This is an optimization exercise on Yosys and OpenROAD, whose aim is small area, a short achievable clock period and few clock cycles, not a production implementation.
At most, simulation tests tie the RTL to the original design; equivalence was not proved.
Function not checked in runs 3 and 4: the RTL went through the layout flow alone.
Power figures rest on the tool's default switching activity, not on a simulated workload.

## constraint.sdc

```tcl
create_clock -name core_clock -period 6.0 [get_ports {CLK}]
set_input_delay 1.2000 -clock core_clock [delete_from_list [all_inputs] [get_ports {CLK}]]
set_output_delay 1.2000 -clock core_clock [all_outputs]
set_load 0.01 [all_outputs]
```

## config.mk

```make
export PLATFORM = sky130hd
export DESIGN_NAME = LASER
export DESIGN_NICKNAME = LASER
export VERILOG_FILES = /design/flow/design.v
export SDC_FILE = /design/flow/constraint.sdc
export NUM_CORES = 4
export LEC_CHECK = 0
export ABC_AREA = 1
export CAP_MARGIN = 20
export CORE_MARGIN = 2
export CORE_UTILIZATION = 40
export CTS_BUF_LIST = sky130_fd_sc_hd__clkbuf_16
export CTS_CLUSTER_DIAMETER = 150
export CTS_CLUSTER_SIZE = 20
export SETUP_SLACK_MARGIN = 3.8
export SLEW_MARGIN = 20
```

## design.v

```verilog
module LASER(CLK, RST, X, Y, C1X, C1Y, C2X, C2Y, DONE);
input CLK, RST;
input [3:0] X, Y;
output reg DONE;
output [3:0] C1X, C1Y, C2X, C2Y;
reg rq;
reg [3:0] xq;
reg [15:0] m0;
reg [15:0] m2;
reg [15:0] m3;
reg [15:0] m4;
reg [15:0] m5;
reg [15:0] m6;
reg [15:0] m7;
reg [15:0] m8;
reg [15:0] m9;
reg [15:0] m10;
reg [15:0] m11;
reg [15:0] m12;
reg [15:0] m13;
reg [15:0] m14;
reg [5:0] u;
wire [2:0] ph = u[2:0];
reg we, keep, cut, v6, v5, upd, last1, clr;
reg [3:0] yo;    
wire [5:0] un = (rq | (u == 6'd59)) ? 6'd63 : u + 6'd1;
wire [15:0] pdec = we ? (16'd1 << yo) : 16'd0;
always @(posedge CLK) begin
  rq <= RST;
  xq <= X;
  yo <= Y - {ph, 1'b0} - 4'd4;
  u <= un;
  we    <= ~RST & (un <= 6'd39);
  keep  <= ~RST & (un <= 6'd54);
  cut   <= (un >= 6'd40) & (un <= 6'd47);
  v6    <= (un[2:0] <= 3'd6);
  v5    <= (un[2:0] <= 3'd5);
  upd   <= ~RST & (un >= 6'd43) & (un <= 6'd58);
  last1 <= (un == 6'd50);
  clr   <= RST | (un == 6'd63);
end
localparam [7:0] E0_0 = 8'b11111010, E0_1 = 8'b01111111;
wire [1:0] wr0 = m0[1:0] & ~({2{cut}} & {E0_1[ph], E0_0[ph]});
always @(posedge CLK) m0 <= (keep ? {wr0, m0[15:2]} : 16'd0) | ((xq == 4'd0) ? pdec : 16'd0);
localparam [7:0] E2_0 = 8'b01110111, E2_1 = 8'b10101111;
wire [1:0] wr2 = m2[1:0] & ~({2{cut}} & {E2_1[ph], E2_0[ph]});
always @(posedge CLK) m2 <= (keep ? {wr2, m2[15:2]} : 16'd0) | ((xq == 4'd2) ? pdec : 16'd0);
localparam [7:0] E3_0 = 8'b01110111, E3_1 = 8'b10101111;
wire [1:0] wr3 = m3[1:0] & ~({2{cut}} & {E3_1[ph], E3_0[ph]});
always @(posedge CLK) m3 <= (keep ? {wr3, m3[15:2]} : 16'd0) | ((xq == 4'd3) ? pdec : 16'd0);
localparam [7:0] E4_0 = 8'b11111111, E4_1 = 8'b10101111;
wire [1:0] wr4 = m4[1:0] & ~({2{cut}} & {E4_1[ph], E4_0[ph]});
always @(posedge CLK) m4 <= (keep ? {wr4, m4[15:2]} : 16'd0) | ((xq == 4'd4) ? pdec : 16'd0);
localparam [7:0] E5_0 = 8'b01110111, E5_1 = 8'b10101111;
wire [1:0] wr5 = m5[1:0] & ~({2{cut}} & {E5_1[ph], E5_0[ph]});
always @(posedge CLK) m5 <= (keep ? {wr5, m5[15:2]} : 16'd0) | ((xq == 4'd5) ? pdec : 16'd0);
localparam [7:0] E6_0 = 8'b01110111, E6_1 = 8'b10101111;
wire [1:0] wr6 = m6[1:0] & ~({2{cut}} & {E6_1[ph], E6_0[ph]});
always @(posedge CLK) m6 <= (keep ? {wr6, m6[15:2]} : 16'd0) | ((xq == 4'd6) ? pdec : 16'd0);
localparam [7:0] E7_0 = 8'b01110111, E7_1 = 8'b01101111;
wire [1:0] wr7 = m7[1:0] & ~({2{cut}} & {E7_1[ph], E7_0[ph]});
always @(posedge CLK) m7 <= (keep ? {wr7, m7[15:2]} : 16'd0) | ((xq == 4'd7) ? pdec : 16'd0);
localparam [7:0] E8_0 = 8'b11111010, E8_1 = 8'b01111111;
wire [1:0] wr8 = m8[1:0] & ~({2{cut}} & {E8_1[ph], E8_0[ph]});
always @(posedge CLK) m8 <= (keep ? {wr8, m8[15:2]} : 16'd0) | ((xq == 4'd8) ? pdec : 16'd0);
localparam [7:0] E9_0 = 8'b11011000, E9_1 = 8'b11110111;
wire [1:0] wr9 = m9[1:0] & ~({2{cut}} & {E9_1[ph], E9_0[ph]});
always @(posedge CLK) m9 <= (keep ? {wr9, m9[15:2]} : 16'd0) | ((xq == 4'd9) ? pdec : 16'd0);
localparam [7:0] E10_0 = 8'b11111111, E10_1 = 8'b11010111;
wire [1:0] wr10 = m10[1:0] & ~({2{cut}} & {E10_1[ph], E10_0[ph]});
always @(posedge CLK) m10 <= (keep ? {wr10, m10[15:2]} : 16'd0) | ((xq == 4'd10) ? pdec : 16'd0);
localparam [7:0] E11_0 = 8'b10101111, E11_1 = 8'b11111000;
wire [1:0] wr11 = m11[1:0] & ~({2{cut}} & {E11_1[ph], E11_0[ph]});
always @(posedge CLK) m11 <= (keep ? {wr11, m11[15:2]} : 16'd0) | ((xq == 4'd11) ? pdec : 16'd0);
localparam [7:0] E12_0 = 8'b11111111, E12_1 = 8'b10101111;
wire [1:0] wr12 = m12[1:0] & ~({2{cut}} & {E12_1[ph], E12_0[ph]});
always @(posedge CLK) m12 <= (keep ? {wr12, m12[15:2]} : 16'd0) | ((xq == 4'd12) ? pdec : 16'd0);
localparam [7:0] E13_0 = 8'b11011000, E13_1 = 8'b01111111;
wire [1:0] wr13 = m13[1:0] & ~({2{cut}} & {E13_1[ph], E13_0[ph]});
always @(posedge CLK) m13 <= (keep ? {wr13, m13[15:2]} : 16'd0) | ((xq == 4'd13) ? pdec : 16'd0);
localparam [7:0] E14_0 = 8'b11111111, E14_1 = 8'b11010111;
wire [1:0] wr14 = m14[1:0] & ~({2{cut}} & {E14_1[ph], E14_0[ph]});
always @(posedge CLK) m14 <= (keep ? {wr14, m14[15:2]} : 16'd0) | ((xq == 4'd14) ? pdec : 16'd0);
wire w0_0 = m0[0];
wire w0_1 = m0[1];
wire w0_2 = m0[2] & v6;
wire w0_3 = m0[3] & v6;
wire w0_4 = m0[4] & v5;
wire w2_0 = m2[0];
wire w2_1 = m2[1];
wire w2_2 = m2[2] & v6;
wire w2_3 = m2[3] & v6;
wire w2_4 = m2[4] & v5;
wire w3_0 = m3[0];
wire w3_1 = m3[1];
wire w3_2 = m3[2] & v6;
wire w3_3 = m3[3] & v6;
wire w3_4 = m3[4] & v5;
wire w4_0 = m4[0];
wire w4_1 = m4[1];
wire w4_2 = m4[2] & v6;
wire w4_3 = m4[3] & v6;
wire w4_4 = m4[4] & v5;
wire w5_0 = m5[0];
wire w5_1 = m5[1];
wire w5_2 = m5[2] & v6;
wire w5_3 = m5[3] & v6;
wire w5_4 = m5[4] & v5;
wire w6_0 = m6[0];
wire w6_1 = m6[1];
wire w6_2 = m6[2] & v6;
wire w6_3 = m6[3] & v6;
wire w6_4 = m6[4] & v5;
wire w7_0 = m7[0];
wire w7_1 = m7[1];
wire w7_2 = m7[2] & v6;
wire w7_3 = m7[3] & v6;
wire w7_4 = m7[4] & v5;
wire w8_0 = m8[0];
wire w8_1 = m8[1];
wire w8_2 = m8[2] & v6;
wire w8_3 = m8[3] & v6;
wire w8_4 = m8[4] & v5;
wire w9_0 = m9[0];
wire w9_1 = m9[1];
wire w9_2 = m9[2] & v6;
wire w9_3 = m9[3] & v6;
wire w9_4 = m9[4] & v5;
wire w10_0 = m10[0];
wire w10_1 = m10[1];
wire w10_2 = m10[2] & v6;
wire w10_3 = m10[3] & v6;
wire w10_4 = m10[4] & v5;
wire w11_0 = m11[0];
wire w11_1 = m11[1];
wire w11_2 = m11[2] & v6;
wire w11_3 = m11[3] & v6;
wire w11_4 = m11[4] & v5;
wire w12_0 = m12[0];
wire w12_1 = m12[1];
wire w12_2 = m12[2] & v6;
wire w12_3 = m12[3] & v6;
wire w12_4 = m12[4] & v5;
wire w13_0 = m13[0];
wire w13_1 = m13[1];
wire w13_2 = m13[2] & v6;
wire w13_3 = m13[3] & v6;
wire w13_4 = m13[4] & v5;
wire w14_0 = m14[0];
wire w14_1 = m14[1];
wire w14_2 = m14[2] & v6;
wire w14_3 = m14[3] & v6;
wire w14_4 = m14[4] & v5;
reg c0s, c0c, c03, c00, c04;
reg [2:0] e2; reg g2, h2;
reg [2:0] e4; reg g4, h4;
reg [2:0] e6; reg g6, h6;
reg [2:0] e8; reg g8, h8;
reg [2:0] e10; reg g10, h10;
reg [2:0] e12; reg g12, h12;
reg [2:0] e14; reg g14;
wire ea2_s0 = w2_0 ^ w2_1 ^ w2_2;
wire ea2_c0 = (w2_0 & w2_1) | (w2_0 & w2_2) | (w2_1 & w2_2);
wire ea2_s1 = w2_3 ^ w3_0 ^ w3_1;
wire ea2_c1 = (w2_3 & w3_0) | (w2_3 & w3_1) | (w3_0 & w3_1);
wire ea2_s2 = w3_2 ^ ea2_s0 ^ ea2_s1;
wire ea2_c2 = (w3_2 & ea2_s0) | (w3_2 & ea2_s1) | (ea2_s0 & ea2_s1);
wire ea2_s3 = ea2_c0 ^ ea2_c1 ^ ea2_c2;
wire ea2_c3 = (ea2_c0 & ea2_c1) | (ea2_c0 & ea2_c2) | (ea2_c1 & ea2_c2);
wire ea4_s4 = w4_0 ^ w4_1 ^ w4_2;
wire ea4_c4 = (w4_0 & w4_1) | (w4_0 & w4_2) | (w4_1 & w4_2);
wire ea4_s5 = w4_3 ^ w5_0 ^ w5_1;
wire ea4_c5 = (w4_3 & w5_0) | (w4_3 & w5_1) | (w5_0 & w5_1);
wire ea4_s6 = w5_2 ^ ea4_s4 ^ ea4_s5;
wire ea4_c6 = (w5_2 & ea4_s4) | (w5_2 & ea4_s5) | (ea4_s4 & ea4_s5);
wire ea4_s7 = ea4_c4 ^ ea4_c5 ^ ea4_c6;
wire ea4_c7 = (ea4_c4 & ea4_c5) | (ea4_c4 & ea4_c6) | (ea4_c5 & ea4_c6);
wire ea6_s8 = w6_0 ^ w6_1 ^ w6_2;
wire ea6_c8 = (w6_0 & w6_1) | (w6_0 & w6_2) | (w6_1 & w6_2);
wire ea6_s9 = w6_3 ^ w7_0 ^ w7_1;
wire ea6_c9 = (w6_3 & w7_0) | (w6_3 & w7_1) | (w7_0 & w7_1);
wire ea6_s10 = w7_2 ^ ea6_s8 ^ ea6_s9;
wire ea6_c10 = (w7_2 & ea6_s8) | (w7_2 & ea6_s9) | (ea6_s8 & ea6_s9);
wire ea6_s11 = ea6_c8 ^ ea6_c9 ^ ea6_c10;
wire ea6_c11 = (ea6_c8 & ea6_c9) | (ea6_c8 & ea6_c10) | (ea6_c9 & ea6_c10);
wire ea8_s12 = w8_0 ^ w8_1 ^ w8_2;
wire ea8_c12 = (w8_0 & w8_1) | (w8_0 & w8_2) | (w8_1 & w8_2);
wire ea8_s13 = w8_3 ^ w9_0 ^ w9_1;
wire ea8_c13 = (w8_3 & w9_0) | (w8_3 & w9_1) | (w9_0 & w9_1);
wire ea8_s14 = w9_2 ^ ea8_s12 ^ ea8_s13;
wire ea8_c14 = (w9_2 & ea8_s12) | (w9_2 & ea8_s13) | (ea8_s12 & ea8_s13);
wire ea8_s15 = ea8_c12 ^ ea8_c13 ^ ea8_c14;
wire ea8_c15 = (ea8_c12 & ea8_c13) | (ea8_c12 & ea8_c14) | (ea8_c13 & ea8_c14);
wire ea10_s16 = w10_0 ^ w10_1 ^ w10_2;
wire ea10_c16 = (w10_0 & w10_1) | (w10_0 & w10_2) | (w10_1 & w10_2);
wire ea10_s17 = w10_3 ^ w11_0 ^ w11_1;
wire ea10_c17 = (w10_3 & w11_0) | (w10_3 & w11_1) | (w11_0 & w11_1);
wire ea10_s18 = w11_2 ^ ea10_s16 ^ ea10_s17;
wire ea10_c18 = (w11_2 & ea10_s16) | (w11_2 & ea10_s17) | (ea10_s16 & ea10_s17);
wire ea10_s19 = ea10_c16 ^ ea10_c17 ^ ea10_c18;
wire ea10_c19 = (ea10_c16 & ea10_c17) | (ea10_c16 & ea10_c18) | (ea10_c17 & ea10_c18);
wire ea12_s20 = w12_0 ^ w12_1 ^ w12_2;
wire ea12_c20 = (w12_0 & w12_1) | (w12_0 & w12_2) | (w12_1 & w12_2);
wire ea12_s21 = w12_3 ^ w13_0 ^ w13_1;
wire ea12_c21 = (w12_3 & w13_0) | (w12_3 & w13_1) | (w13_0 & w13_1);
wire ea12_s22 = w13_2 ^ ea12_s20 ^ ea12_s21;
wire ea12_c22 = (w13_2 & ea12_s20) | (w13_2 & ea12_s21) | (ea12_s20 & ea12_s21);
wire ea12_s23 = ea12_c20 ^ ea12_c21 ^ ea12_c22;
wire ea12_c23 = (ea12_c20 & ea12_c21) | (ea12_c20 & ea12_c22) | (ea12_c21 & ea12_c22);
wire ea14_s24 = w14_0 ^ w14_1 ^ w14_2;
wire ea14_c24 = (w14_0 & w14_1) | (w14_0 & w14_2) | (w14_1 & w14_2);
wire ea14_s25 = w14_3 ^ ea14_s24;
wire ea14_c25 = w14_3 & ea14_s24;
wire ea14_s26 = ea14_c24 ^ ea14_c25;
wire ea14_c26 = ea14_c24 & ea14_c25;
wire c0a_s27 = w0_0 ^ w0_1 ^ w0_2;
wire c0a_c27 = (w0_0 & w0_1) | (w0_0 & w0_2) | (w0_1 & w0_2);
always @(posedge CLK) begin
  c0s <= c0a_s27; c0c <= c0a_c27; c03 <= w0_3; c00 <= w0_0; c04 <= w0_4;
  e2 <= {ea2_c3, ea2_s3, ea2_s2}; g2 <= w2_4; h2 <= w3_3;
  e4 <= {ea4_c7, ea4_s7, ea4_s6}; g4 <= w4_4; h4 <= w5_3;
  e6 <= {ea6_c11, ea6_s11, ea6_s10}; g6 <= w6_4; h6 <= w7_3;
  e8 <= {ea8_c15, ea8_s15, ea8_s14}; g8 <= w8_4; h8 <= w9_3;
  e10 <= {ea10_c19, ea10_s19, ea10_s18}; g10 <= w10_4; h10 <= w11_3;
  e12 <= {ea12_c23, ea12_s23, ea12_s22}; g12 <= w12_4; h12 <= w13_3;
  e14 <= {ea14_c26, ea14_s26, ea14_s25}; g14 <= w14_4;
end
reg [4:0] sc [0:6];
wire sa0_s28 = c03 ^ c0s ^ e2[0];
wire sa0_c28 = (c03 & c0s) | (c03 & e2[0]) | (c0s & e2[0]);
wire sa0_s29 = e4[0] ^ g2 ^ h2;
wire sa0_c29 = (e4[0] & g2) | (e4[0] & h2) | (g2 & h2);
wire sa0_s30 = sa0_s28 ^ sa0_s29;
wire sa0_c30 = sa0_s28 & sa0_s29;
wire sa0_s31 = c0c ^ e2[1] ^ e4[1];
wire sa0_c31 = (c0c & e2[1]) | (c0c & e4[1]) | (e2[1] & e4[1]);
wire sa0_s32 = sa0_c28 ^ sa0_c29 ^ sa0_s31;
wire sa0_c32 = (sa0_c28 & sa0_c29) | (sa0_c28 & sa0_s31) | (sa0_c29 & sa0_s31);
wire sa0_s33 = sa0_c30 ^ sa0_s32;
wire sa0_c33 = sa0_c30 & sa0_s32;
wire sa0_s34 = e2[2] ^ e4[2] ^ sa0_c31;
wire sa0_c34 = (e2[2] & e4[2]) | (e2[2] & sa0_c31) | (e4[2] & sa0_c31);
wire sa0_s35 = sa0_c32 ^ sa0_s34 ^ sa0_c33;
wire sa0_c35 = (sa0_c32 & sa0_s34) | (sa0_c32 & sa0_c33) | (sa0_s34 & sa0_c33);
wire sa0_s36 = sa0_c34 ^ sa0_c35;
wire sa0_c36 = sa0_c34 & sa0_c35;
wire sa1_s37 = c00 ^ c04 ^ e4[0];
wire sa1_c37 = (c00 & c04) | (c00 & e4[0]) | (c04 & e4[0]);
wire sa1_s38 = e6[0] ^ g4 ^ h4;
wire sa1_c38 = (e6[0] & g4) | (e6[0] & h4) | (g4 & h4);
wire sa1_s39 = sa1_s37 ^ sa1_s38;
wire sa1_c39 = sa1_s37 & sa1_s38;
wire sa1_s40 = e4[1] ^ e6[1] ^ sa1_c37;
wire sa1_c40 = (e4[1] & e6[1]) | (e4[1] & sa1_c37) | (e6[1] & sa1_c37);
wire sa1_s41 = sa1_c38 ^ sa1_c39 ^ sa1_s40;
wire sa1_c41 = (sa1_c38 & sa1_c39) | (sa1_c38 & sa1_s40) | (sa1_c39 & sa1_s40);
wire sa1_s42 = e4[2] ^ e6[2] ^ sa1_c40;
wire sa1_c42 = (e4[2] & e6[2]) | (e4[2] & sa1_c40) | (e6[2] & sa1_c40);
wire sa1_s43 = sa1_c41 ^ sa1_s42;
wire sa1_c43 = sa1_c41 & sa1_s42;
wire sa1_s44 = sa1_c42 ^ sa1_c43;
wire sa1_c44 = sa1_c42 & sa1_c43;
wire sa2_s45 = c03 ^ c04 ^ c0s;
wire sa2_c45 = (c03 & c04) | (c03 & c0s) | (c04 & c0s);
wire sa2_s46 = e6[0] ^ e8[0] ^ g6;
wire sa2_c46 = (e6[0] & e8[0]) | (e6[0] & g6) | (e8[0] & g6);
wire sa2_s47 = h6 ^ sa2_s45 ^ sa2_s46;
wire sa2_c47 = (h6 & sa2_s45) | (h6 & sa2_s46) | (sa2_s45 & sa2_s46);
wire sa2_s48 = c0c ^ e6[1] ^ e8[1];
wire sa2_c48 = (c0c & e6[1]) | (c0c & e8[1]) | (e6[1] & e8[1]);
wire sa2_s49 = sa2_c45 ^ sa2_c46 ^ sa2_s48;
wire sa2_c49 = (sa2_c45 & sa2_c46) | (sa2_c45 & sa2_s48) | (sa2_c46 & sa2_s48);
wire sa2_s50 = sa2_c47 ^ sa2_s49;
wire sa2_c50 = sa2_c47 & sa2_s49;
wire sa2_s51 = e6[2] ^ e8[2] ^ sa2_c48;
wire sa2_c51 = (e6[2] & e8[2]) | (e6[2] & sa2_c48) | (e8[2] & sa2_c48);
wire sa2_s52 = sa2_c49 ^ sa2_s51 ^ sa2_c50;
wire sa2_c52 = (sa2_c49 & sa2_s51) | (sa2_c49 & sa2_c50) | (sa2_s51 & sa2_c50);
wire sa2_s53 = sa2_c51 ^ sa2_c52;
wire sa2_c53 = sa2_c51 & sa2_c52;
wire sa3_s54 = c03 ^ c04 ^ c0s;
wire sa3_c54 = (c03 & c04) | (c03 & c0s) | (c04 & c0s);
wire sa3_s55 = e10[0] ^ e8[0] ^ g8;
wire sa3_c55 = (e10[0] & e8[0]) | (e10[0] & g8) | (e8[0] & g8);
wire sa3_s56 = h8 ^ sa3_s54 ^ sa3_s55;
wire sa3_c56 = (h8 & sa3_s54) | (h8 & sa3_s55) | (sa3_s54 & sa3_s55);
wire sa3_s57 = c0c ^ e10[1] ^ e8[1];
wire sa3_c57 = (c0c & e10[1]) | (c0c & e8[1]) | (e10[1] & e8[1]);
wire sa3_s58 = sa3_c54 ^ sa3_c55 ^ sa3_s57;
wire sa3_c58 = (sa3_c54 & sa3_c55) | (sa3_c54 & sa3_s57) | (sa3_c55 & sa3_s57);
wire sa3_s59 = sa3_c56 ^ sa3_s58;
wire sa3_c59 = sa3_c56 & sa3_s58;
wire sa3_s60 = e10[2] ^ e8[2] ^ sa3_c57;
wire sa3_c60 = (e10[2] & e8[2]) | (e10[2] & sa3_c57) | (e8[2] & sa3_c57);
wire sa3_s61 = sa3_c58 ^ sa3_s60 ^ sa3_c59;
wire sa3_c61 = (sa3_c58 & sa3_s60) | (sa3_c58 & sa3_c59) | (sa3_s60 & sa3_c59);
wire sa3_s62 = sa3_c60 ^ sa3_c61;
wire sa3_c62 = sa3_c60 & sa3_c61;
wire sa4_s63 = c03 ^ c04 ^ c0s;
wire sa4_c63 = (c03 & c04) | (c03 & c0s) | (c04 & c0s);
wire sa4_s64 = e10[0] ^ e12[0] ^ g10;
wire sa4_c64 = (e10[0] & e12[0]) | (e10[0] & g10) | (e12[0] & g10);
wire sa4_s65 = h10 ^ sa4_s63 ^ sa4_s64;
wire sa4_c65 = (h10 & sa4_s63) | (h10 & sa4_s64) | (sa4_s63 & sa4_s64);
wire sa4_s66 = c0c ^ e10[1] ^ e12[1];
wire sa4_c66 = (c0c & e10[1]) | (c0c & e12[1]) | (e10[1] & e12[1]);
wire sa4_s67 = sa4_c63 ^ sa4_c64 ^ sa4_s66;
wire sa4_c67 = (sa4_c63 & sa4_c64) | (sa4_c63 & sa4_s66) | (sa4_c64 & sa4_s66);
wire sa4_s68 = sa4_c65 ^ sa4_s67;
wire sa4_c68 = sa4_c65 & sa4_s67;
wire sa4_s69 = e10[2] ^ e12[2] ^ sa4_c66;
wire sa4_c69 = (e10[2] & e12[2]) | (e10[2] & sa4_c66) | (e12[2] & sa4_c66);
wire sa4_s70 = sa4_c67 ^ sa4_s69 ^ sa4_c68;
wire sa4_c70 = (sa4_c67 & sa4_s69) | (sa4_c67 & sa4_c68) | (sa4_s69 & sa4_c68);
wire sa4_s71 = sa4_c69 ^ sa4_c70;
wire sa4_c71 = sa4_c69 & sa4_c70;
wire sa5_s72 = c00 ^ c04 ^ e12[0];
wire sa5_c72 = (c00 & c04) | (c00 & e12[0]) | (c04 & e12[0]);
wire sa5_s73 = e14[0] ^ g12 ^ h12;
wire sa5_c73 = (e14[0] & g12) | (e14[0] & h12) | (g12 & h12);
wire sa5_s74 = sa5_s72 ^ sa5_s73;
wire sa5_c74 = sa5_s72 & sa5_s73;
wire sa5_s75 = e12[1] ^ e14[1] ^ sa5_c72;
wire sa5_c75 = (e12[1] & e14[1]) | (e12[1] & sa5_c72) | (e14[1] & sa5_c72);
wire sa5_s76 = sa5_c73 ^ sa5_c74 ^ sa5_s75;
wire sa5_c76 = (sa5_c73 & sa5_c74) | (sa5_c73 & sa5_s75) | (sa5_c74 & sa5_s75);
wire sa5_s77 = e12[2] ^ e14[2] ^ sa5_c75;
wire sa5_c77 = (e12[2] & e14[2]) | (e12[2] & sa5_c75) | (e14[2] & sa5_c75);
wire sa5_s78 = sa5_c76 ^ sa5_s77;
wire sa5_c78 = sa5_c76 & sa5_s77;
wire sa5_s79 = sa5_c77 ^ sa5_c78;
wire sa5_c79 = sa5_c77 & sa5_c78;
wire sa6_s80 = c03 ^ c0s ^ e14[0];
wire sa6_c80 = (c03 & c0s) | (c03 & e14[0]) | (c0s & e14[0]);
wire sa6_s81 = g14 ^ sa6_s80;
wire sa6_c81 = g14 & sa6_s80;
wire sa6_s82 = c0c ^ e14[1] ^ sa6_c80;
wire sa6_c82 = (c0c & e14[1]) | (c0c & sa6_c80) | (e14[1] & sa6_c80);
wire sa6_s83 = sa6_c81 ^ sa6_s82;
wire sa6_c83 = sa6_c81 & sa6_s82;
wire sa6_s84 = e14[2] ^ sa6_c82 ^ sa6_c83;
wire sa6_c84 = (e14[2] & sa6_c82) | (e14[2] & sa6_c83) | (sa6_c82 & sa6_c83);
always @(posedge CLK) begin
  sc[0] <= {sa0_c36, sa0_s36, sa0_s35, sa0_s33, sa0_s30};
  sc[1] <= {sa1_c44, sa1_s44, sa1_s43, sa1_s41, sa1_s39};
  sc[2] <= {sa2_c53, sa2_s53, sa2_s52, sa2_s50, sa2_s47};
  sc[3] <= {sa3_c62, sa3_s62, sa3_s61, sa3_s59, sa3_s56};
  sc[4] <= {sa4_c71, sa4_s71, sa4_s70, sa4_s68, sa4_s65};
  sc[5] <= {sa5_c79, sa5_s79, sa5_s78, sa5_s76, sa5_s74};
  sc[6] <= {1'b0, sa6_c84, sa6_s84, sa6_s83, sa6_s81};
end
function gt5(input [4:0] a, input [4:0] b);
  reg [4:0] e;
  begin
    e = a ~^ b;
    gt5 = (a[4] & ~b[4]) | (e[4] & a[3] & ~b[3]) | (e[4] & e[3] & a[2] & ~b[2]) |
          (e[4] & e[3] & e[2] & a[1] & ~b[1]) | (e[4] & e[3] & e[2] & e[1] & a[0] & ~b[0]);
  end
endfunction
wire g01 = gt5(sc[1], sc[0]), g23 = gt5(sc[3], sc[2]), g45 = gt5(sc[5], sc[4]);
wire [4:0] s01 = g01 ? sc[1] : sc[0];
wire [4:0] s23 = g23 ? sc[3] : sc[2];
wire [4:0] s45 = g45 ? sc[5] : sc[4];
wire ga = gt5(s23, s01), gb = gt5(sc[6], s45);
reg [4:0] as, bs6;
reg [2:0] ax, bx6;
always @(posedge CLK) begin
  as <= ga ? s23 : s01;
  ax <= ga ? (g23 ? 3'd4 : 3'd3) : (g01 ? 3'd2 : 3'd1);
  bs6 <= gb ? sc[6] : s45;
  bx6 <= gb ? 3'd7 : (g45 ? 3'd6 : 3'd5);
end
reg [4:0] bs;
reg [2:0] bx, br, b1x, b1r;
wire gab = gt5(bs6, as);
wire rwin = gab ? gt5(bs6, bs) : gt5(as, bs);
wire [4:0] rs = gab ? bs6 : as;
wire [2:0] rx = gab ? bx6 : ax;
wire [2:0] row3 = ph - 3'd3;    
always @(posedge CLK) begin
  if (clr) begin
    bs <= 5'd0; bx <= 3'd0; br <= 3'd0; b1x <= 3'd0; b1r <= 3'd0;
  end else if (last1) begin
    b1x <= rwin ? rx : bx; b1r <= rwin ? row3 : br;
    bs <= 5'd0; bx <= 3'd0; br <= 3'd0;
  end else if (upd & rwin) begin
    bs <= rs; bx <= rx; br <= row3;
  end
  DONE <= ~rq & (u == 6'd58);
end
assign C1X = {b1x, 1'b0};
assign C1Y = {b1r, 1'b0};
assign C2X = {bx, 1'b0};
assign C2Y = {br, 1'b0};
endmodule
```

## run.sh

```bash
#!/bin/bash
# synth_recipe.tcl (not shown) runs the flow's synth.tcl, then flattens the netlist and writes it again
# the make line also repeats each setting of config.mk as NAME=value (left out here)
make -C /OpenROAD-flow-scripts/flow DESIGN_CONFIG=/design/flow/config.mk WORK_HOME=/design/flow/orfs CLKGATE_MAP_FILE= SYNTH_SCRIPT=/design/flow/synth_recipe.tcl finish
```

==> notes.md, run 1 <==
Critical Path RT: 6.47 ns
FF-to-FF setup slack: 3.80 ns
Sequential share of the synthesized area: 51.8%
DR vias: 9455
CTS Hold Bufs: 0
Pwr dens: 307 mW/mm^2
Hold_sp: m0[0]
Clk_skew: 0.0194 ns
Gate power share: 15.5%
Crit-path max cell delay: 0.50 ns
Residual DRC count: 0
Overall routing resource usage: 16.3%
Yosys warns: 2
Die Wd: 189 um
Core Box Area: 0.0335 mm^2
Drt via density: 4.72
Root Driver: clkbuf_16
Critical path peak fanout: 5
Die Ht: 189 um
Final Cycle Share: 36.7%
Area delta synth->final: 10.7%
Worst Hold Class: reg -> reg
Commonest cells after routing, fill and taps aside: nand2_1, dfxtp_1, o21ai_0
Fmax: 0.454 GHz
Worst-path clk slew: 0.08 ns
Int Power: 3.25 mW
Die area: 0.0356 mm^2
Peak VDD IR: 0.153 mV
Initial core utilization: 40.7%
Final setup vio count: 0
Seq pwr share: 54.9%
CTS max path bufs: 3
Port buffer count: 22
First-pass GRT wire length: 46800 um
Initial DRC count: 598
Clock latency (worst-skew pair): 0.53 ns
Slew headroom: 49.2%
Status: no timing/DRC/antenna violations
Slowest cell on crit path: fa_1
DR pass1 iterations: 6
Post-route setup TNS: 0 ns
Crit-path most repeated cell: fa_1
Filler cell count: 3293
Max reg flops: 34
TritonCTS clock tree: yes
Global route total overflow: 0
Worst path cell trace: fa_1, fa_1, ha_2, fa_2, ha_4
Number of synthesized register bits: 353
Total standard cell area after synthesis: 0.0136 mm^2
Non-filler cells, final: 2002
Largest net degree at the start of global routing: 103
Routed WL: 29200 um
Clk pwr share: 29.6%
Vias in the first global route: 9014
RSZ-0062 raised after global routing: yes
CTS Sinks: 353
Routed Antenna Nets: 0
Reg area: 0.00712 mm^2
Critical Path Start Type: flop
Min Tclk post-route: 2.20 ns
Multi-input gate area: 0.00567 mm^2
Cell variety after synth: 39
Post-Syn Instances: 1554
Share of layout cells above drive strength 1: 9.27%
Nets: 1664
Placed cells: 1961
Reg-to-reg startpoint: c0c
CTS H-tree lvls: 1
Initial antenna violation count: 0
Crit path kind: reg -> reg
Antenna Cells: 0
CP endpoint kind: flop
Most common cell after layout, fill and taps aside: nand2_1
Biggest register: sc
Syn avg cell area: 8.78 um^2
Final hold vios: 0
Arr. time, crit path: 2.67 ns
Sw Pwr: 1.38 mW
Pwr Total: 4.63 mW
Net Sw Frac: 29.8%
Max_cap viols: 0
Avg WL per Cell: 14.6 um
Final Max Tran Viols: 0
DP HPWL: 20400 um
FP Rows: 67
Slew of the pin with the lowest slew margin: 0.762 ns
GPL Wtd Cong: 0.846
I/O pins: 27
WHS: 0.345 ns
Leakage: 6.25 nW
CTS buffer count: 21
Crit path from: c0c
-- final cells by class --
type	count	share of cell area (%)
flip-flops and latches	353	47.1
multi-input cells	922	37.5
inverters	214	5.36
well taps	448	3.71
clock buffers	21	3.48
repair buffers	41	2.70
clock inverters	3	0.108
-- cells in the mapped netlist --
master | count | share of area (%)
a21boi_0 | 2 | 0.11
nand2_1 | 409 | 11
or2_0 | 1 | 0.046
a21boi_1 | 1 | 0.055
fa_1 | 65 | 9.5
o32ai_1 | 12 | 0.77
a211oi_1 | 1 | 0.055
or2_2 | 2 | 0.092
o21ai_1 | 7 | 0.26
o21a_1 | 1 | 0.055
nor3b_1 | 1 | 0.055
xnor2_1 | 3 | 0.19
ha_1 | 36 | 3.3
o21ai_2 | 2 | 0.13
nand2_2 | 9 | 0.41
nor2_1 | 36 | 0.99
nand3b_1 | 2 | 0.11
o2111ai_1 | 1 | 0.064
nand2_4 | 6 | 0.50
dfxtp_1 | 353 | 52
o22ai_1 | 20 | 0.92
nand4_1 | 3 | 0.14
buf_2 | 2 | 0.073
xor2_1 | 2 | 0.13
a21oi_1 | 20 | 0.73
nor3_1 | 12 | 0.44
nand3_1 | 37 | 1.4
or2_1 | 2 | 0.092
inv_2 | 4 | 0.11
inv_1 | 208 | 5.7
clkbuf_1 | 61 | 1.7
o21ai_0 | 215 | 7.9
o211ai_1 | 6 | 0.33
conb_1 | 1 | 0.027
o31ai_1 | 1 | 0.055
buf_4 | 6 | 0.33
o21bai_1 | 1 | 0.055
nand3_4 | 1 | 0.13
clkinv_1 | 2 | 0.055
-- metrics by stage --
step / area (um^2) / worst slack [ns] / util (%)
final: 15100 / 3.80 / 45.0
after global routing: 15100 / 3.74 / 45.0
after CTS: 14900 / 3.74 / 44.5
after detailed placement: 14200 / 3.24 / 42.5
after global placement: 14200 / 3.25 / 42.5
after floorplan: 13700 / 3.80 / -
-- final timing paths --
check | to | cells past startpoint
hold reg to reg | c00 | 0
setup reg to reg | sc[2][3] | 5
hold / removal | c00 | 0
setup / recovery | sc[2][3] | 5
-- critical path: cells and delay by family (launching register included) --
family,cells,cell delay [ns]
flip-flops,1,0.38
adder cells (fa/ha/maj),5,1.77
-- repair_timing --
item	CTS	global route
cloned	1	1
endpoints found under the hold margin	0	0
setup buffers	6	9
gates resized for setup	94	30
endpoints found under the setup margin	35	51
pin swaps	18	10
-- power by group through the flow --
stage                     clock, mW  sequential [mW]  combinational (mW)
after floorplan                   0             2.50               0.540
after global placement            0             2.59               0.649
after detailed placement          0             2.59               0.660
after CTS                      1.41             2.54               0.670
after global routing           1.50             2.56               0.801
final                          1.37             2.54               0.717
-- routing by layer --
layer | vias up | GRT usage (%) | share of wire (%)
met5 | - | 0 | 0
met4 | 0 | 3.70 | 2.1
met1 | 4385 | 21.1 | 45
li1 | 4830 | - | -
met3 | 42 | 2.14 | 4.2
met2 | 198 | 28.9 | 49
-- cells by family (layout without fill, tap and decap cells) --
kind of cell | Yosys count | in the layout | synth area share [%]
other | 1 | 4 | 0.0275
AND/OR/NAND/NOR | 521 | 522 | 15.6
AO/OA/AOI/OAI | 290 | 290 | 11.5
buffers and inverters | 283 | 279 | 7.97
XOR/XNOR | 5 | 5 | 0.321
flip-flops | 353 | 353 | 51.8
adder cells (fa/ha/maj) | 101 | 101 | 12.8
Testbench counts, summed over its fixed seeds: cycles 15,608.
==> run 2, diff against run 1 <==
--- a/config.mk
+++ b/config.mk
@@ -12,5 +12,5 @@
 export CTS_BUF_LIST = sky130_fd_sc_hd__clkbuf_16
 export CTS_CLUSTER_DIAMETER = 150
 export CTS_CLUSTER_SIZE = 20
-export SETUP_SLACK_MARGIN = 3.8
+export SETUP_SLACK_MARGIN = 3.7
 export SLEW_MARGIN = 20
==> run 2 against run 1 <==
Against the previous run: still clean; first-iteration DRC count is 8.0% lower; setup slack got worse by 0.054 ns; flip-flop and latch count unchanged; die area unchanged; clock skew shrank 0.011 ns.
==> notes.md, run 2 <==
Sequential share of the synthesized area: 51.8% (unchanged)
Initial antenna violation count: 2 (was 0)
Top FF cell, synth: dfxtp_1 (unchanged)
Worst-path clk slew: 0.08 ns (about the same)
Slew headroom: 48.5% (was 49.2%)
Max_cap viols: 0 (unchanged)
Ys async rst share: 0% (unchanged)
CTS H-tree lvls: 1 (unchanged)
I/O pins: 27 (unchanged)
Non-filler cells, final: 1993 (was 2002)
Clk_skew: 0.00882 ns (was 0.0194 ns)
Avg WL per Cell: 14.3 um (was 14.6 um)
Critical path peak fanout: 2 (was 5)
Cell with the most instances after synthesis: nand2_1 (unchanged)
Critical Path RT: 4.80 ns (was 6.47 ns)
Multi-input gate area: 0.00559 mm^2 (was 0.00567 mm^2)
Fin area: 0.0149 mm^2 (was 0.0151 mm^2)
Root Driver: clkbuf_16 (unchanged)
WHS Endpoint: c00 (unchanged)
Die area: 0.0356 mm^2 (unchanged)
DR pass1 iterations: 5 (was 6)
Residual DRC count: 0 (unchanged)
Overall routing resource usage: 16.2% (was 16.3%)
Global route total overflow: 0 (unchanged)
Core Box Area: 0.0335 mm^2 (unchanged)
Post-route setup TNS: 0 ns (unchanged)
Critical Path Start Type: flop (unchanged)
CP Depth: 1 (was 5)
Syn avg cell area: 8.78 um^2 (unchanged)
Crit path kind: reg -> out (was reg -> reg)
Nets: 1655 (was 1664)
EDFF count, synth: 0 (unchanged)
Biggest register: sc (unchanged)
Crit path buffers/inverters: 1 (was 0)
Reg-to-Reg End: sc[2][3] (unchanged)
DP HPWL: 20300 um (was 20400 um)
Worst reg2reg path depth: 5 (unchanged)
Most common cell after layout, fill and taps aside: nand2_1 (unchanged)
Initial DRC count: 550 (was 598)
Drt via density: 4.68 (was 4.72)
Final Max Tran Viols: 0 (unchanged)
Share of layout cells above drive strength 1: 7.32% (was 9.27%)
DR vias: 9319 (was 9455)
CP endpoint kind: output pin (was flop)
Area delta synth->final: 8.86% (was 10.7%)
Total standard cell area after synthesis: 0.0136 mm^2 (unchanged)
Routed Antenna Nets: 0 (unchanged)
Worst Hold Class: reg -> reg (unchanged)
CTS max path bufs: 3 (unchanged)
Clock latency (worst-skew pair): 0.52 ns (was 0.53 ns)
Max reg flops: 34 (unchanged)
Port buffer count: 22 (unchanged)
Kind of cell adding the most delay to the critical path: flip-flops (was adder cells)
Initial core utilization: 40.7% (unchanged)
Pwr dens: 306 mW/mm^2 (was 307 mW/mm^2)
Most frequent cells after synthesis: nand2_1, dfxtp_1, o21ai_0 (unchanged)
Die Wd: 189 um (unchanged)
Yosys top cell area share: 51.8% (unchanged)
Hold depth: 0 (unchanged)
Slew of the pin with the lowest slew margin: 0.769 ns (was 0.762 ns)
Reg-to-reg startpoint: c0c (unchanged)
FF-to-FF setup slack: 3.76 ns (was 3.80 ns)
Final Cycle Share: 37.6% (was 36.7%)
Peak VDD IR: 0.151 mV (was 0.153 mV)
Yosys warns: 2 (unchanged)
Placed Area: 0.0142 mm^2 (about the same)
Reg area: 0.00711 mm^2 (was 0.00712 mm^2)
Placed cells: 1961 (unchanged)
Arr. time, crit path: 1.06 ns (was 2.67 ns)
TritonCTS clock tree: yes (unchanged)
Final hold vios: 0 (unchanged)
CTS buffer count: 21 (unchanged)
Number of synthesized register bits: 353 (unchanged)
Crit-path max cell delay: 0.33 ns (was 0.50 ns)
Largest net degree at the start of global routing: 97 (was 103)
Min Tclk post-route: 2.26 ns (was 2.20 ns)
Worst path cell trace: clkdlybuf4s15_2 (was fa_1, fa_1, ha_2, fa_2, ha_4)
Filler cell count: 3286 (was 3293)
FP Rows: 67 (unchanged)
Commonest cells after routing, fill and taps aside: nand2_1, dfxtp_1, o21ai_0 (unchanged)
Final setup vio count: 0 (unchanged)
Slowest cell on crit path: dfxtp_2 (was fa_1)
Fmax: 0.443 GHz (was 0.454 GHz)
RSZ-0062 raised after global routing: yes (unchanged)
Leakage: 6.17 nW (was 6.25 nW)
Hold_sp: m0[0] (unchanged)
Pwr Total: 4.55 mW (was 4.63 mW)
Synth area leader: dfxtp_1 (unchanged)
Cell variety after synth: 39 (unchanged)
First-pass GRT wire length: 46800 um (about the same)
Status: no timing/DRC/antenna violations (unchanged)
Post-Syn Instances: 1554 (unchanged)
Top area cells in the synthesized netlist: dfxtp_1, nand2_1, fa_1 (unchanged)
Routed WL: 28400 um (was 29200 um)
CTS Sinks: 353 (unchanged)
Die Ht: 189 um (unchanged)
Vias in the first global route: 9073 (was 9014)
GPL Wtd Cong: 0.807 (was 0.846)
-- run 2: cell type report --
| type | count | share of cell area [%] |
|---|---|---|
| diodes | 1 | 0.0168 |
| multi-input cells | 921 | 37.6 |
| clock inverters | 2 | 0.0842 |
| well taps | 448 | 3.77 |
| flip-flops and latches | 353 | 47.8 |
| inverters | 214 | 5.43 |
| repair buffers | 33 | 1.69 |
| clock buffers | 21 | 3.54 |
-- run 2: logic make-up (layout without fill, tap and decap cells) --
logic type,Yosys count,in the layout,synth area share (%)
compound gates,290,290,11.5
xor+xnor,5,5,0.321
fa+ha+maj,101,101,12.8
buf+inv,283,270,7.97
flops,353,353,51.8
other cells,1,5,0.0275
simple gates,521,521,15.6
-- run 2: worst max-delay path by stage --
stage	startpoint	endpoint
2_1_floorplan	c0s	sc[2][3]
3_3_place_gp	Y[2]	yo[3]
5_1_grt	u[0]	upd
3_5_place_dp	Y[2]	yo[3]
4_1_cts	br[0]	C2Y[1]
6_report	b1r[2]	C1Y[3]
-- run 2: timing repair --
action,CTS,global route
hold buffers,0,0
setup endpoints to repair,28,42
buffers inserted,4,4
resized for setup,66,31
pin swaps,6,11
-- run 2: worst register-to-register path: stages, from the launching register on --
cell and delay, ns:
dfxtp_4 0.39, fa_1 0.49, fa_1 0.50, ha_2 0.20
fa_2 0.35, ha_4 0.21
-- run 2: layer usage --
metal,up-vias,global-route usage [%],part of all wire [%]
met5,-,0,0.042
met4,2,3.76,1.8
met3,34,2.20,3.5
met2,131,28.4,48
met1,4326,21.1,47
li1,4826,-,-
-- run 2: where the power goes --
group,switching [mW],internal (mW),total (mW),leakage (nW)
clock network,0.726,0.628,1.35,0.269
logic,0.489,0.169,0.658,3.04
registers,0.122,2.42,2.54,2.86
-- run 2: stage by stage --
| stage | setup slack, ns | hold slack [ns] | util, % |
|---|---|---|---|
| after floorplan | 3.71 | 0.331 | - |
| after global placement | 3.27 | 0.338 | 42.3 |
| after detailed placement | 3.25 | 0.339 | 42.3 |
| after CTS | 3.68 | 0.355 | 44.2 |
| after global routing | 3.65 | 0.355 | 44.3 |
| final | 3.74 | 0.347 | 44.3 |
==> run 3, diff against run 2 <==
--- a/design.v
+++ b/design.v
@@ -346,8 +346,8 @@
   sc[2] <= {sa2_c53, sa2_s53, sa2_s52, sa2_s50, sa2_s47};
   sc[3] <= {sa3_c62, sa3_s62, sa3_s61, sa3_s59, sa3_s56};
   sc[4] <= {sa4_c71, sa4_s71, sa4_s70, sa4_s68, sa4_s65};
-  sc[5] <= {sa5_c79, sa5_s79, sa5_s78, sa5_s76, sa5_s74};
-  sc[6] <= {1'b0, sa6_c84, sa6_s84, sa6_s83, sa6_s81};
+  sc[5] <= {1'd0, sa5_s79, sa5_s78, sa5_s76, sa5_s74};
+  sc[6] <= {1'd0, sa6_c84, sa6_s84, sa6_s83, sa6_s81};
 end
 function gt5(input [4:0] a, input [4:0] b);
   reg [4:0] e;
==> run 3 against run 2 <==
Against the previous run: register-to-register slack about the same; clock power is essentially flat; critical path depth stayed put; sequential power hardly changed; global-route usage rose by 0.10 points; power is 0.69% higher; clock skew grew 0.0058 ns; critical path type unchanged; die area barely moved; highest routed layer is now met4.
==> notes.md, run 3 <==
Kind of cell adding the most delay to the critical path: flip-flops (unchanged)
Critical Path Start Type: flop (unchanged)
Crit-path max cell delay: 0.33 ns (about the same)
DP HPWL: 20000 um (was 20300 um)
Core Box Area: 0.0336 mm^2 (was 0.0335 mm^2)
Crit path kind: reg -> out (unchanged)
Critical path peak fanout: 2 (unchanged)
Leakage: 6.28 nW (was 6.17 nW)
Crit path buffers/inverters: 1 (unchanged)
Worst path cell trace: clkdlybuf4s15_2 (unchanged)
Overall routing resource usage: 16.3% (was 16.2%)
Post-route setup TNS: 0 ns (unchanged)
CTS H-tree lvls: 1 (unchanged)
Global route total overflow: 0 (unchanged)
Largest net degree at the start of global routing: 109 (was 97)
Top area cells in the synthesized netlist: dfxtp_1, nand2_1, fa_1 (unchanged)
Cell with the most instances after synthesis: nand2_1 (unchanged)
EDFF count, synth: 0 (unchanged)
Max reg flops: 33 (was 34)
Most frequent cells after synthesis: nand2_1, dfxtp_1, o21ai_0 (unchanged)
Ys async rst share: 0% (unchanged)
Filler cell count: 3243 (was 3286)
Root Driver: clkbuf_16 (unchanged)
Final Cycle Share: 37.7% (was 37.6%)
WHS Endpoint: c00 (unchanged)
Synth area leader: dfxtp_1 (unchanged)
Slowest cell on crit path: dfxtp_2 (unchanged)
DR vias: 9386 (was 9319)
Worst reg2reg path depth: 5 (unchanged)
Routed Antenna Nets: 0 (unchanged)
CTS Sinks: 352 (was 353)
Worst-path clk slew: 0.08 ns (about the same)
Non-filler cells, final: 2007 (was 1993)
Syn avg cell area: 8.71 um^2 (was 8.78 um^2)
Die area: 0.0356 mm^2 (about the same)
CTS max path bufs: 3 (unchanged)
Final setup vio count: 0 (unchanged)
Placed cells: 1976 (was 1961)
Biggest register: sc (unchanged)
Critical Path RT: 4.80 ns (about the same)
Residual DRC count: 0 (unchanged)
Pwr dens: 309 mW/mm^2 (was 306 mW/mm^2)
Cell variety after synth: 39 (unchanged)
Slew of the pin with the lowest slew margin: 1.10 ns (was 0.769 ns)
Arr. time, crit path: 1.06 ns (about the same)
Yosys top cell area share: 51.6% (was 51.8%)
Hold_sp: m0[0] (unchanged)
Top FF cell, synth: dfxtp_1 (unchanged)
Antenna Cells: 0 (was 1)
Yosys warns: 2 (unchanged)
Die Ht: 189 um (about the same)
Most common cell after layout, fill and taps aside: nand2_1 (unchanged)
Clk_skew: 0.0146 ns (was 0.00882 ns)
I/O pins: 27 (unchanged)
TritonCTS clock tree: yes (unchanged)
Commonest cells after routing, fill and taps aside: nand2_1, dfxtp_1, o21ai_0 (unchanged)
Initial core utilization: 40.6% (was 40.7%)
CP endpoint kind: output pin (unchanged)
Sequential share of the synthesized area: 51.6% (was 51.8%)
Routed WL: 28500 um (was 28400 um)
Final Max Tran Viols: 0 (unchanged)
Max_cap viols: 0 (unchanged)
FF-to-FF setup slack: 3.75 ns (was 3.76 ns)
Initial antenna violation count: 0 (was 2)
Peak VDD IR: 0.153 mV (was 0.151 mV)
Share of layout cells above drive strength 1: 7.63% (was 7.32%)
CTS buffer count: 21 (unchanged)
First-pass GRT wire length: 47200 um (was 46800 um)
Final hold vios: 0 (unchanged)
Min Tclk post-route: 2.26 ns (about the same)
GPL Wtd Cong: 0.846 (was 0.807)
Slew headroom: 26.5% (was 48.5%)
RSZ-0062 raised after global routing: no (was yes)
Drt via density: 4.68 (about the same)
DR pass1 iterations: 5 (unchanged)
Reg-to-reg startpoint: e6[1] (was c0c)
Avg WL per Cell: 14.2 um (was 14.3 um)
Fmax: 0.442 GHz (was 0.443 GHz)
Nets: 1668 (was 1655)
Total standard cell area after synthesis: 0.0137 mm^2 (was 0.0136 mm^2)
Number of synthesized register bits: 352 (was 353)
Die Wd: 189 um (about the same)
Hold depth: 0 (unchanged)
Worst Hold Class: reg -> reg (unchanged)
Finished Core Util: 44.2% (was 44.3%)
Pwr Total: 4.58 mW (was 4.55 mW)
Initial DRC count: 655 (was 550)
Post-Syn Instances: 1567 (was 1554)
Vias in the first global route: 9179 (was 9073)
Clock latency (worst-skew pair): 0.52 ns (about the same)
Reg-to-Reg End: sc[2][3] (unchanged)
Status: no timing/DRC/antenna violations (unchanged)
Port buffer count: 22 (unchanged)
Area delta synth->final: 8.72% (was 8.86%)
FP Rows: 67 (unchanged)
run 3: cell type report:
cell class	instances	area [um^2]	area share, %
Multi-Input combinational cell	929	5580	37.6
Inverter	223	837	5.64
Clock inverter	2	12.5	0.0843
Timing Repair Buffer	32	253	1.70
Tap cell	448	561	3.78
Clock buffer	21	526	3.54
Sequential cell	352	7080	47.7
run 3: timing repair:
action,CTS,global route
hold endpoints to repair,0,0
buffers inserted,2,5
endpoints found under the setup margin,28,31
hold buffers,0,0
cloned,1,0
pin swaps,5,14
resized for setup,59,33
run 3: kinds of logic (layout without fill, tap and decap cells):
kind of cell / after synthesis / after routing / share of synthesized area [%]
buffers and inverters: 290 / 278 / 8.17
and+or+nand+nor: 541 / 542 / 16.3
adders and majority gates: 99 / 99 / 12.6
AOI/OAI and AO/OA: 277 / 277 / 10.8
xor gates and xnor gates: 6 / 6 / 0.385
DFF: 352 / 352 / 51.6
other: 1 / 4 / 0.0275
muxes: 1 / 1 / 0.0733
run 3: worst max path at each step:
stage                start  cells after the start  endpoint
floorplan              c0s                      7  sc[2][3]
detailed placement    Y[1]                      6     yo[3]
global route           c0s                      7  sc[2][3]
global placement      Y[2]                      6     yo[3]
CTS                  br[2]                      1    C2Y[3]
finish              b1x[0]                      1    C1X[1]
run 3: metrics by stage:
| stage | area [um^2] | setup WS, ns | hold WS (ns) |
|---|---|---|---|
| floorplan | 13700 | 3.71 | 0.331 |
| global placement | 14200 | 3.26 | 0.339 |
| detailed placement | 14200 | 3.26 | 0.336 |
| CTS | 14800 | 3.69 | 0.358 |
| global route | 14800 | 3.70 | 0.362 |
| finish | 14800 | 3.74 | 0.353 |
run 3: where the power goes:
group	switching, mW	internal [mW]	leakage, nW	total, mW
Combinational	0.524	0.179	3.15	0.703
Clock	0.737	0.629	0.269	1.37
Sequential	0.102	2.41	2.85	2.51
Total	1.36	3.22	6.28	4.58
run 3: routing by layer:
layer  vias to the layer above  wire [um]  track usage [%]
met2                       164      13200             27.8
met3                        43       1020             2.10
li1                       4832          -                -
met5                         -          0                0
met1                      4347      13300             21.2
met4                         0        892             5.56
==> run 4, diff against run 3 <==
--- a/config.mk
+++ b/config.mk
@@ -12,5 +12,5 @@
 export CTS_BUF_LIST = sky130_fd_sc_hd__clkbuf_16
 export CTS_CLUSTER_DIAMETER = 150
 export CTS_CLUSTER_SIZE = 20
-export SETUP_SLACK_MARGIN = 3.7
+export SETUP_SLACK_MARGIN = 3.8
 export SLEW_MARGIN = 20
==> run 4 against run 3 <==
Against the previous run: maximum frequency up 2.1%; hold slack got worse by 0.0049 ns; core utilization rose by 0.74 points; synthesized area is the same; clock skew is 0.012 ns higher; power up 1.9%; clock power about the same; global-route usage rose by 0.55 points; flip-flop and latch count unchanged; sequential share of layout area down 0.71 points; non-clock buffer count is 6 higher; critical path type is now reg -> reg; setup slack improved by 0.047 ns.
==> notes.md, run 4 <==
Synth Area in Compound Gates: 10.8% (unchanged)
Die Wd: 189 um (unchanged)
Final hold vios: 0 (unchanged)
Leakage: 6.35 nW (was 6.28 nW)
Initial DRC count: 594 (was 655)
Most common cell after layout, fill and taps aside: nand2_1 (unchanged)
Routed WL: 29600 um (was 28500 um)
Max_cap viols: 0 (unchanged)
Post-Syn Instances: 1567 (unchanged)
Top FF cell, synth: dfxtp_1 (unchanged)
CTS H-tree lvls: 1 (unchanged)
Status: no timing/DRC/antenna violations (unchanged)
Peak VDD IR: 0.185 mV (was 0.153 mV)
Multiplexer share of the synthesized area: 0.0733% (unchanged)
Share of layout cells above drive strength 1: 9.26% (was 7.63%)
Critical Path Start Type: flop (unchanged)
Core Box Area: 0.0336 mm^2 (unchanged)
Port buffer count: 22 (unchanged)
RSZ-0062 raised after global routing: yes (was no)
EDFF count, synth: 0 (unchanged)
Initial antenna violation count: 1 (was 0)
DR vias: 9530 (was 9386)
Drt via density: 4.73 (was 4.68)
FP Rows: 67 (unchanged)
Slew of the pin with the lowest slew margin: 1.09 ns (was 1.10 ns)
Top area cells in the synthesized netlist: dfxtp_1, nand2_1, fa_1 (unchanged)
Nets: 1674 (was 1668)
Pwr dens: 309 mW/mm^2 (about the same)
Routed Antenna Nets: 0 (unchanged)
CTS buffer count: 21 (unchanged)
Initial core utilization: 40.6% (unchanged)
Min Tclk post-route: 2.21 ns (was 2.26 ns)
Final Max Tran Viols: 0 (unchanged)
Pre-CTS WS: 3.25 ns (was 3.26 ns)
Vias in the first global route: 9078 (was 9179)
Root Driver: clkbuf_16 (unchanged)
Critical Path RT: 6.47 ns (was 4.80 ns)
Biggest register: sc (unchanged)
Max reg flops: 33 (unchanged)
Synth Area in XOR/XNOR: 0.385% (unchanged)
Clk_skew: 0.0268 ns (was 0.0146 ns)
Arr. time, crit path: 2.68 ns (was 1.06 ns)
Ys async rst share: 0% (unchanged)
Filler cell count: 3244 (was 3243)
Total standard cell area after synthesis: 0.0137 mm^2 (unchanged)
Overall routing resource usage: 16.8% (was 16.3%)
PnR worst setup slack: 3.79 ns (was 3.74 ns)
Yosys warns: 2 (unchanged)
Yosys top cell area share: 51.6% (unchanged)
Placed cells: 1976 (unchanged)
Slew headroom: 27.3% (was 26.5%)
Crit path kind: reg -> reg (was reg -> out)
Clock latency (worst-skew pair): 0.53 ns (was 0.52 ns)
Simple-gate share of the synthesized area: 16.3% (unchanged)
Worst-path clk slew: 0.08 ns (about the same)
Die Ht: 189 um (unchanged)
Largest net degree at the start of global routing: 115 (was 109)
Critical path peak fanout: 2 (unchanged)
Number of synthesized register bits: 352 (unchanged)
Commonest cells after routing, fill and taps aside: nand2_1, dfxtp_1, o21ai_0 (unchanged)
I/O pins: 27 (unchanged)
Final Cycle Share: 36.9% (was 37.7%)
Cell with the most instances after synthesis: nand2_1 (unchanged)
CTS max path bufs: 3 (unchanged)
Reg area: 0.00709 mm^2 (was 0.00708 mm^2)
FF-to-FF setup slack: 3.79 ns (was 3.75 ns)
Synth Area in Adders: 12.6% (unchanged)
CP endpoint kind: flop (was output pin)
Sequential share of the synthesized area: 51.6% (unchanged)
DP HPWL: 20600 um (was 20000 um)
Fin area: 0.0151 mm^2 (was 0.0148 mm^2)
Global route total overflow: 0 (unchanged)
Multi-input gate area: 0.00565 mm^2 (was 0.00558 mm^2)
Final setup vio count: 0 (unchanged)
Avg WL per Cell: 14.7 um (was 14.2 um)
Placed Area: 0.0143 mm^2 (was 0.0142 mm^2)
Post-route setup TNS: 0 ns (unchanged)
Residual DRC count: 0 (unchanged)
Area delta synth->final: 10.5% (was 8.72%)
Syn avg cell area: 8.71 um^2 (unchanged)
Die area: 0.0356 mm^2 (unchanged)
Non-filler cells, final: 2015 (was 2007)
CTS Sinks: 352 (unchanged)
First-pass GRT wire length: 48300 um (was 47200 um)
DR pass1 iterations: 5 (unchanged)
Worst Hold Class: reg -> reg (unchanged)
TritonCTS clock tree: yes (unchanged)
Largest family of logic cells by synthesized area: simple AND/OR/NAND/NOR gates (unchanged)
Most frequent cells after synthesis: nand2_1, dfxtp_1, o21ai_0 (unchanged)
GPL Wtd Cong: 0.843 (was 0.846)
Synth area leader: dfxtp_1 (unchanged)
Fmax: 0.452 GHz (was 0.442 GHz)
Cell variety after synth: 39 (unchanged)
[run 4: logic make-up after synthesis]
| family | count (synthesis) |
|---|---|
| other | 1 |
| xor gates and xnor gates | 6 |
| DFF | 352 |
| and+or+nand+nor | 541 |
| buffers and inverters | 290 |
| muxes | 1 |
| AOI/OAI and AO/OA | 277 |
| adders and majority gates | 99 |
[run 4: worst paths after layout]
kind,from,end,depth (start not counted)
setup / recovery,e10[1],sc[4][3],5
hold / removal,m0[0],c00,0
setup reg to reg,e10[1],sc[4][3],5
hold reg to reg,m0[0],c00,0
[run 4: where the power goes]
group	internal (mW)	switching [mW]	leakage [nW]	total, mW
Combinational	0.226	0.525	3.22	0.751
Clock	0.629	0.748	0.274	1.38
Sequential	2.42	0.123	2.85	2.54
[run 4: through the flow]
step / utilization (%) / hold slack [ns] / power, mW
after floorplan: - / 0.331 / 3.05
after global placement: 42.4 / 0.338 / 3.27
after detailed placement: 42.4 / 0.339 / 3.27
after CTS: 44.5 / 0.349 / 4.68
after global routing: 44.9 / 0.358 / 4.89
final: 44.9 / 0.348 / 4.67
[run 4: layer usage]
| layer | GRT usage [%] | routed length [um] |
|---|---|---|
| met5 | 0 | 0 |
| met4 | 4.69 | 748 |
| met3 | 2.37 | 1330 |
| met2 | 27.9 | 13600 |
| met1 | 23.0 | 13900 |
[run 4: layout make-up]
type / instances / share of cell area, %
Antenna cell: 1 / 0.0166
Clock buffer: 21 / 3.48
Clock inverter: 3 / 0.108
Inverter: 223 / 5.60
Multi-Input combinational cell: 929 / 37.4
Sequential cell: 352 / 47.0
Tap cell: 448 / 3.71
Timing Repair Buffer: 38 / 2.65
[run 4: critical path, cell delays in order, from the launching register on]
cell and delay [ns]:
dfxtp_2 0.35, fa_1 0.56, fa_1 0.43, ha_2 0.20, fa_2 0.35, ha_4 0.27
[run 4: what timing repair did]
item | CTS | global route
endpoints found under the hold margin | 0 | 0
hold buffers | 0 | 0
pin swaps | 14 | 12
cloned | 2 | 0
buffers inserted | 4 | 8
setup endpoints to repair | 36 | 38
gates resized for setup | 92 | 30

[port drivers added, routing unchanged]
In the flow no input, the clock included, has a driving cell. The finished layouts below were timed again as built, in two steps. Step 1 assumes that a clkbuf_16 drives the clock port and a buf_2 every other input. Step 2 also shifts input and output timing later by t, the mid clock arrival at the registers, as if the neighbouring blocks saw the same clock. Three values: ideal ports, drivers, drivers and shift; two values: the first two.
run	shift t [ns]	setup WS [ns]	worst setup path at the end	clock arrival spread, ns	worst data-port slew with drivers (ns)
run 1	0.568	3.798 / 3.762 / 3.493	input to register	0.021 / 0.020	0.03
run 2	0.560	3.744 / 3.695 / 3.245	input to register	0.010 / 0.010	0.03
run 3	0.561	3.739 / 3.689 / 3.255	input to register	0.017 / 0.017	0.03
run 4	0.566	3.787 / 3.755 / 3.279	input to register	0.027 / 0.027	0.04
After both steps every run listed still meets setup and hold. For run 4, which loses most, drivers alone change the setup slack by -0.032 ns; drivers and shift together by -0.508 ns.
